This design comes from an exercise in tuning for small area, a short achievable clock period and few clock cycles per item on the open sky130 flow, not from production work.
Where RTL was checked, it was by simulation tests only, not by an equivalence proof against the original.

==> violet <==
// systolic_array
module systolic_array #(
    parameter DATAWIDTH = 16,
    parameter N_SIZE = 4
) (
    input clk, rst_n,
    input valid_in,
    input [N_SIZE*DATAWIDTH-1:0] matrix_a_in,  
    input [N_SIZE*DATAWIDTH-1:0] matrix_b_in,  
    output reg valid_out,
    output [N_SIZE*DATAWIDTH*2-1:0] matrix_out  
);
export LEC_CHECK = 0
export CAP_MARGIN = 20
export CORE_MARGIN = 2
export CORE_UTILIZATION = 40
export SLEW_MARGIN = 20
create_clock -name core_clock -period 10.0 [get_ports {clk}]
standard.sh (not shown) runs the stock make flow with config.mk's settings and CLKGATE_MAP_FILE= SYNTH_SCRIPT=/design/flow/synth_recipe.tcl, a recipe that flattens the netlist after the stock synthesis.
==> flow/flow/run.sh <==
#!/bin/bash
# Layout flow: the standard ORFS flow (standard.sh) with three changes:
#  - after the standard synthesis, flow/fixpol.py removes most of the inverters that
#    Yosys' full-adder extraction leaves between full adders (each full adder may be used
#    in its inverted form, since FA(~a,~b,~c) = ~FA(a,b,c)); registers are not touched;
#  - the repair steps aim for a larger setup slack margin, so that the paths end well
#    below the 10 ns clock period; the SDC and the period are the standard flow's own;
#  - port buffers are buf_2, and the clock tree uses larger sink clusters.
set -euo pipefail
R=orfs/results/sky130hd/systolic_array/base
ARGS="SETUP_SLACK_MARGIN=6.6 CORE_UTILIZATION=65 CTS_CLUSTER_SIZE=30 CTS_CLUSTER_DIAMETER=60"
bash standard.sh synth > standard_synth.log 2>&1
cp $R/1_2_yosys.v $R/1_2_yosys.standard.v
python3 flow/fixpol.py $R/1_2_yosys.standard.v $R/1_2_yosys.v > fixpol.log 2>&1
bash standard.sh $ARGS BUFFER_PORTS_ARGS='-buffer_cell sky130_fd_sc_hd__buf_2' CTS_BUF_LIST='sky130_fd_sc_hd__clkbuf_8 sky130_fd_sc_hd__clkbuf_16' finish > standard_flow.log 2>&1
Other scripts of this flow, unchanged in this note and not shown: flow/flow/fixpol.py
==> nickel: changes against violet <==
--- a/flow/design.v
+++ b/flow/design.v
@@ -24,15 +24,15 @@
                 cnt <= 5'd0;
             else
                 cnt <= cnt + 5'd1;
             valid_out <= (cnt == 5'd5) || (cnt == 5'd9) || (cnt == 5'd13) || (cnt == 5'd17);
         end
     end
-    reg last;
+    reg first;       
     always @(posedge clk)
-        last <= (cnt[1:0] == 2'd0);
+        first <= (cnt[1:0] == 2'd1);
     reg [15:0] ra1_0, ra1_1, ra1_2, ra1_3;
     reg [15:0] ra2_0, ra2_1, ra2_2, ra2_3;
     reg [15:0] ra3_0, ra3_1, ra3_2, ra3_3;
     reg [63:0] rb0, rb1, rb2, rb3;
     always @(posedge clk) begin
         ra1_0 <= ld ? matrix_a_in[16 +: 16] : ra1_3;
@@ -623,19 +623,16 @@
     assign m0_c261 = (pp0_8[14] & m0_c201) | (pp0_8[14] & m0_s202) | (m0_c201 & m0_s202);
     assign m0_s262 = ~bneg[7] ^ pp0_8[15] ^ m0_c203;
     assign m0_c263 = (~bneg[7] & pp0_8[15]) | (~bneg[7] & m0_c203) | (pp0_8[15] & m0_c203);
     wire [31:0] t0s = {m0_c261, m0_c259, m0_c257, m0_c255, m0_c253, m0_c251, m0_c249, m0_c247, m0_c245, m0_c243, m0_c241, m0_c239, m0_c237, m0_c235, m0_c233, m0_c231, m0_c229, m0_c227, m0_c225, m0_c223, m0_c221, m0_c219, m0_c217, m0_c215, m0_c213, m0_c211, m0_c209, m0_c207, m0_c205, bneg[1], pp0_0[1], pp0_0[0]};
     wire [31:0] t0c = {m0_s262, m0_s260, m0_s258, m0_s256, m0_s254, m0_s252, m0_s250, m0_s248, m0_s246, m0_s244, m0_s242, m0_s240, m0_s238, m0_s236, m0_s234, m0_s232, m0_s230, m0_s228, m0_s226, m0_s224, m0_s222, m0_s220, m0_s218, m0_s216, m0_s214, m0_s212, m0_s210, m0_s208, m0_s206, m0_s204, 1'b0, bneg[0]};
     reg [31:0] ps0, pc0, acc0;
-    reg [31:0] out0;
-    wire [31:0] sum0 = acc0 + ps0 + pc0;
     always @(posedge clk) begin
         ps0 <= t0s;
         pc0 <= t0c;
-        out0 <= sum0;
-        acc0 <= last ? 32'd0 : sum0;
+        acc0 <= (first ? 32'd0 : acc0) + ps0 + pc0;
     end
     wire [15:0] b1 = rb0[16 +: 16];
     wire [16:0] b1x = {1'b0, b1};
     wire [16:0] b1y = {b1, 1'b0};
     wire [16:0] pp1_0 = ((bone[0] ? b1x : 17'd0) | (btwo[0] ? b1y : 17'd0)) ^ {17{bneg[0]}};
     wire [16:0] pp1_1 = ((bone[1] ? b1x : 17'd0) | (btwo[1] ? b1y : 17'd0)) ^ {17{bneg[1]}};
@@ -1174,19 +1171,16 @@
     assign m1_c261 = (pp1_8[14] & m1_c201) | (pp1_8[14] & m1_s202) | (m1_c201 & m1_s202);
     assign m1_s262 = ~bneg[7] ^ pp1_8[15] ^ m1_c203;
     assign m1_c263 = (~bneg[7] & pp1_8[15]) | (~bneg[7] & m1_c203) | (pp1_8[15] & m1_c203);
     wire [31:0] t1s = {m1_c261, m1_c259, m1_c257, m1_c255, m1_c253, m1_c251, m1_c249, m1_c247, m1_c245, m1_c243, m1_c241, m1_c239, m1_c237, m1_c235, m1_c233, m1_c231, m1_c229, m1_c227, m1_c225, m1_c223, m1_c221, m1_c219, m1_c217, m1_c215, m1_c213, m1_c211, m1_c209, m1_c207, m1_c205, bneg[1], pp1_0[1], pp1_0[0]};
     wire [31:0] t1c = {m1_s262, m1_s260, m1_s258, m1_s256, m1_s254, m1_s252, m1_s250, m1_s248, m1_s246, m1_s244, m1_s242, m1_s240, m1_s238, m1_s236, m1_s234, m1_s232, m1_s230, m1_s228, m1_s226, m1_s224, m1_s222, m1_s220, m1_s218, m1_s216, m1_s214, m1_s212, m1_s210, m1_s208, m1_s206, m1_s204, 1'b0, bneg[0]};
     reg [31:0] ps1, pc1, acc1;
-    reg [31:0] out1;
-    wire [31:0] sum1 = acc1 + ps1 + pc1;
     always @(posedge clk) begin
         ps1 <= t1s;
         pc1 <= t1c;
-        out1 <= sum1;
-        acc1 <= last ? 32'd0 : sum1;
+        acc1 <= (first ? 32'd0 : acc1) + ps1 + pc1;
     end
     wire [15:0] b2 = rb0[32 +: 16];
     wire [16:0] b2x = {1'b0, b2};
     wire [16:0] b2y = {b2, 1'b0};
     wire [16:0] pp2_0 = ((bone[0] ? b2x : 17'd0) | (btwo[0] ? b2y : 17'd0)) ^ {17{bneg[0]}};
     wire [16:0] pp2_1 = ((bone[1] ? b2x : 17'd0) | (btwo[1] ? b2y : 17'd0)) ^ {17{bneg[1]}};
@@ -1725,19 +1719,16 @@
     assign m2_c261 = (pp2_8[14] & m2_c201) | (pp2_8[14] & m2_s202) | (m2_c201 & m2_s202);
     assign m2_s262 = ~bneg[7] ^ pp2_8[15] ^ m2_c203;
     assign m2_c263 = (~bneg[7] & pp2_8[15]) | (~bneg[7] & m2_c203) | (pp2_8[15] & m2_c203);
     wire [31:0] t2s = {m2_c261, m2_c259, m2_c257, m2_c255, m2_c253, m2_c251, m2_c249, m2_c247, m2_c245, m2_c243, m2_c241, m2_c239, m2_c237, m2_c235, m2_c233, m2_c231, m2_c229, m2_c227, m2_c225, m2_c223, m2_c221, m2_c219, m2_c217, m2_c215, m2_c213, m2_c211, m2_c209, m2_c207, m2_c205, bneg[1], pp2_0[1], pp2_0[0]};
     wire [31:0] t2c = {m2_s262, m2_s260, m2_s258, m2_s256, m2_s254, m2_s252, m2_s250, m2_s248, m2_s246, m2_s244, m2_s242, m2_s240, m2_s238, m2_s236, m2_s234, m2_s232, m2_s230, m2_s228, m2_s226, m2_s224, m2_s222, m2_s220, m2_s218, m2_s216, m2_s214, m2_s212, m2_s210, m2_s208, m2_s206, m2_s204, 1'b0, bneg[0]};
     reg [31:0] ps2, pc2, acc2;
-    reg [31:0] out2;
-    wire [31:0] sum2 = acc2 + ps2 + pc2;
     always @(posedge clk) begin
         ps2 <= t2s;
         pc2 <= t2c;
-        out2 <= sum2;
-        acc2 <= last ? 32'd0 : sum2;
+        acc2 <= (first ? 32'd0 : acc2) + ps2 + pc2;
     end
     wire [15:0] b3 = rb0[48 +: 16];
     wire [16:0] b3x = {1'b0, b3};
     wire [16:0] b3y = {b3, 1'b0};
     wire [16:0] pp3_0 = ((bone[0] ? b3x : 17'd0) | (btwo[0] ? b3y : 17'd0)) ^ {17{bneg[0]}};
     wire [16:0] pp3_1 = ((bone[1] ? b3x : 17'd0) | (btwo[1] ? b3y : 17'd0)) ^ {17{bneg[1]}};
@@ -2276,16 +2267,13 @@
     assign m3_c261 = (pp3_8[14] & m3_c201) | (pp3_8[14] & m3_s202) | (m3_c201 & m3_s202);
     assign m3_s262 = ~bneg[7] ^ pp3_8[15] ^ m3_c203;
     assign m3_c263 = (~bneg[7] & pp3_8[15]) | (~bneg[7] & m3_c203) | (pp3_8[15] & m3_c203);
     wire [31:0] t3s = {m3_c261, m3_c259, m3_c257, m3_c255, m3_c253, m3_c251, m3_c249, m3_c247, m3_c245, m3_c243, m3_c241, m3_c239, m3_c237, m3_c235, m3_c233, m3_c231, m3_c229, m3_c227, m3_c225, m3_c223, m3_c221, m3_c219, m3_c217, m3_c215, m3_c213, m3_c211, m3_c209, m3_c207, m3_c205, bneg[1], pp3_0[1], pp3_0[0]};
     wire [31:0] t3c = {m3_s262, m3_s260, m3_s258, m3_s256, m3_s254, m3_s252, m3_s250, m3_s248, m3_s246, m3_s244, m3_s242, m3_s240, m3_s238, m3_s236, m3_s234, m3_s232, m3_s230, m3_s228, m3_s226, m3_s224, m3_s222, m3_s220, m3_s218, m3_s216, m3_s214, m3_s212, m3_s210, m3_s208, m3_s206, m3_s204, 1'b0, bneg[0]};
     reg [31:0] ps3, pc3, acc3;
-    reg [31:0] out3;
-    wire [31:0] sum3 = acc3 + ps3 + pc3;
     always @(posedge clk) begin
         ps3 <= t3s;
         pc3 <= t3c;
-        out3 <= sum3;
-        acc3 <= last ? 32'd0 : sum3;
+        acc3 <= (first ? 32'd0 : acc3) + ps3 + pc3;
     end
-    assign matrix_out = {out3, out2, out1, out0};
+    assign matrix_out = {acc3, acc2, acc1, acc0};
 endmodule
--- a/flow/flow/run.sh
+++ b/flow/flow/run.sh
@@ -9,7 +9,7 @@
 set -euo pipefail
 R=orfs/results/sky130hd/systolic_array/base
 ARGS="SETUP_SLACK_MARGIN=6.6 CORE_UTILIZATION=65 CTS_CLUSTER_SIZE=30 CTS_CLUSTER_DIAMETER=60"
 bash standard.sh synth > standard_synth.log 2>&1
 cp $R/1_2_yosys.v $R/1_2_yosys.standard.v
 python3 flow/fixpol.py $R/1_2_yosys.standard.v $R/1_2_yosys.v > fixpol.log 2>&1
-bash standard.sh $ARGS BUFFER_PORTS_ARGS='-buffer_cell sky130_fd_sc_hd__buf_2' CTS_BUF_LIST='sky130_fd_sc_hd__clkbuf_8 sky130_fd_sc_hd__clkbuf_16' finish > standard_flow.log 2>&1
+bash standard.sh $ARGS BUFFER_PORTS_ARGS='-buffer_cell sky130_fd_sc_hd__buf_2' finish > standard_flow.log 2>&1
==> willow: changes against violet <==
--- a/flow/flow/run.sh
+++ b/flow/flow/run.sh
@@ -9,7 +9,7 @@
 set -euo pipefail
 R=orfs/results/sky130hd/systolic_array/base
 ARGS="SETUP_SLACK_MARGIN=6.6 CORE_UTILIZATION=65 CTS_CLUSTER_SIZE=30 CTS_CLUSTER_DIAMETER=60"
 bash standard.sh synth > standard_synth.log 2>&1
 cp $R/1_2_yosys.v $R/1_2_yosys.standard.v
 python3 flow/fixpol.py $R/1_2_yosys.standard.v $R/1_2_yosys.v > fixpol.log 2>&1
-bash standard.sh $ARGS BUFFER_PORTS_ARGS='-buffer_cell sky130_fd_sc_hd__buf_2' CTS_BUF_LIST='sky130_fd_sc_hd__clkbuf_8 sky130_fd_sc_hd__clkbuf_16' finish > standard_flow.log 2>&1
+bash standard.sh $ARGS BUFFER_PORTS_ARGS='-buffer_cell sky130_fd_sc_hd__buf_2' PRE_RESIZE_TCL=$PWD/flow/pre_resize.tcl finish > standard_flow.log 2>&1
==> flow/flow/pre_resize.tcl (new file) <==
set_max_fanout 20 [current_design]
==> impl_results.html <==
<table>
<tr><th>Metric</th><th>Value</th></tr>
<tr><th colspan="2">Place</th></tr>
<tr><td>DP Cell Count</td><td>5,462</td></tr>
<tr><th colspan="2">Setup path</th></tr>
<tr><td>Number of gates on the worst path with buffers counted</td><td>6</td></tr>
<tr><td>Crit-path leading delay family</td><td>adder cells</td></tr>
<tr><td>Worst R2R Setup Slack</td><td>6650 ps</td></tr>
<tr><th colspan="2">Finish</th></tr>
<tr><td>Relative area change from synthesis to final layout</td><td>10.0%</td></tr>
<tr><th colspan="2">Global routing</th></tr>
<tr><td>Number of antenna violations at the first check in global routing</td><td>20</td></tr>
<tr><th colspan="2">Outcome</th></tr>
<tr><td>Status</td><td>no timing/DRC/antenna violations</td></tr>
</table>
[end of results for violet]
==> impl_results.html <==
<table>
<tr><th>Metric</th><th>Value</th></tr>
<tr><th colspan="2">Setup path</th></tr>
<tr><td>Crit-path leading delay family</td><td>adder cells</td></tr>
<tr><td>Number of gates on the worst path with buffers counted</td><td>10</td></tr>
<tr><th colspan="2">Global routing</th></tr>
<tr><td>Number of antenna violations at the first check in global routing</td><td>21</td></tr>
<tr><th colspan="2">Outcome</th></tr>
<tr><td>Status</td><td>no timing/DRC/antenna violations</td></tr>
</table>
[end of results for willow]
==> impl_results.html <==
<table>
<tr><th>Metric</th><th>Value</th></tr>
<tr><th colspan="2">Outcome</th></tr>
<tr><td>Status</td><td>no timing/DRC/antenna violations</td></tr>
<tr><th colspan="2">Setup path</th></tr>
<tr><td>Crit-path leading delay family</td><td>simple AND/OR/NAND/NOR gates</td></tr>
<tr><td>Worst R2R Setup Slack</td><td>6220 ps</td></tr>
<tr><th colspan="2">Finish</th></tr>
<tr><td>Relative area change from synthesis to final layout</td><td>14.7%</td></tr>
</table>
[end of results for nickel]
Testbench counts of violet, summed over its fixed seeds: cycles 14,592, matrices 768.
Testbench counts of willow, summed over its fixed seeds: cycles 14,592, matrices 768.
For nickel, only the layout was checked, not whether the RTL still works.

separate check: timing with driven ports:
No port has a modelled driver above. Below, the same layouts with a new extraction and two added sets of constraints. Step 1, drivers: a clkbuf_16 drives clk and a buf_2 each remaining input, both assumed. Step 2 adds t to the input delays and takes it off the output delays; t is the mean of the earliest and latest rising clock arrival at the registers after step 1. Input paths then give back, and output paths get back, about the clock's delay inside the block. Slacks: ideal / step 1 / step 2; pairs: ideal / step 1.
run	t, ns	slack for setup (ns)	worst hold slack (ns)	worst setup path at the end	worst register clock-pin slew, ns
violet	0.707	6.653 / 6.653 / 6.508	0.325 / 0.325 / 0.325	input to register	0.11 / 0.11
nickel	0.753	6.223 / 6.223 / 6.223	0.319 / 0.319 / 0.319	register to register	0.11 / 0.11
willow	0.708	6.586 / 6.586 / 6.499	0.317 / 0.317 / 0.317	input to register	0.11 / 0.11
After both steps setup and hold are still met in every run listed. For violet, which loses most, drivers alone change the setup slack by 0.000 ns; drivers and shift together by -0.145 ns.
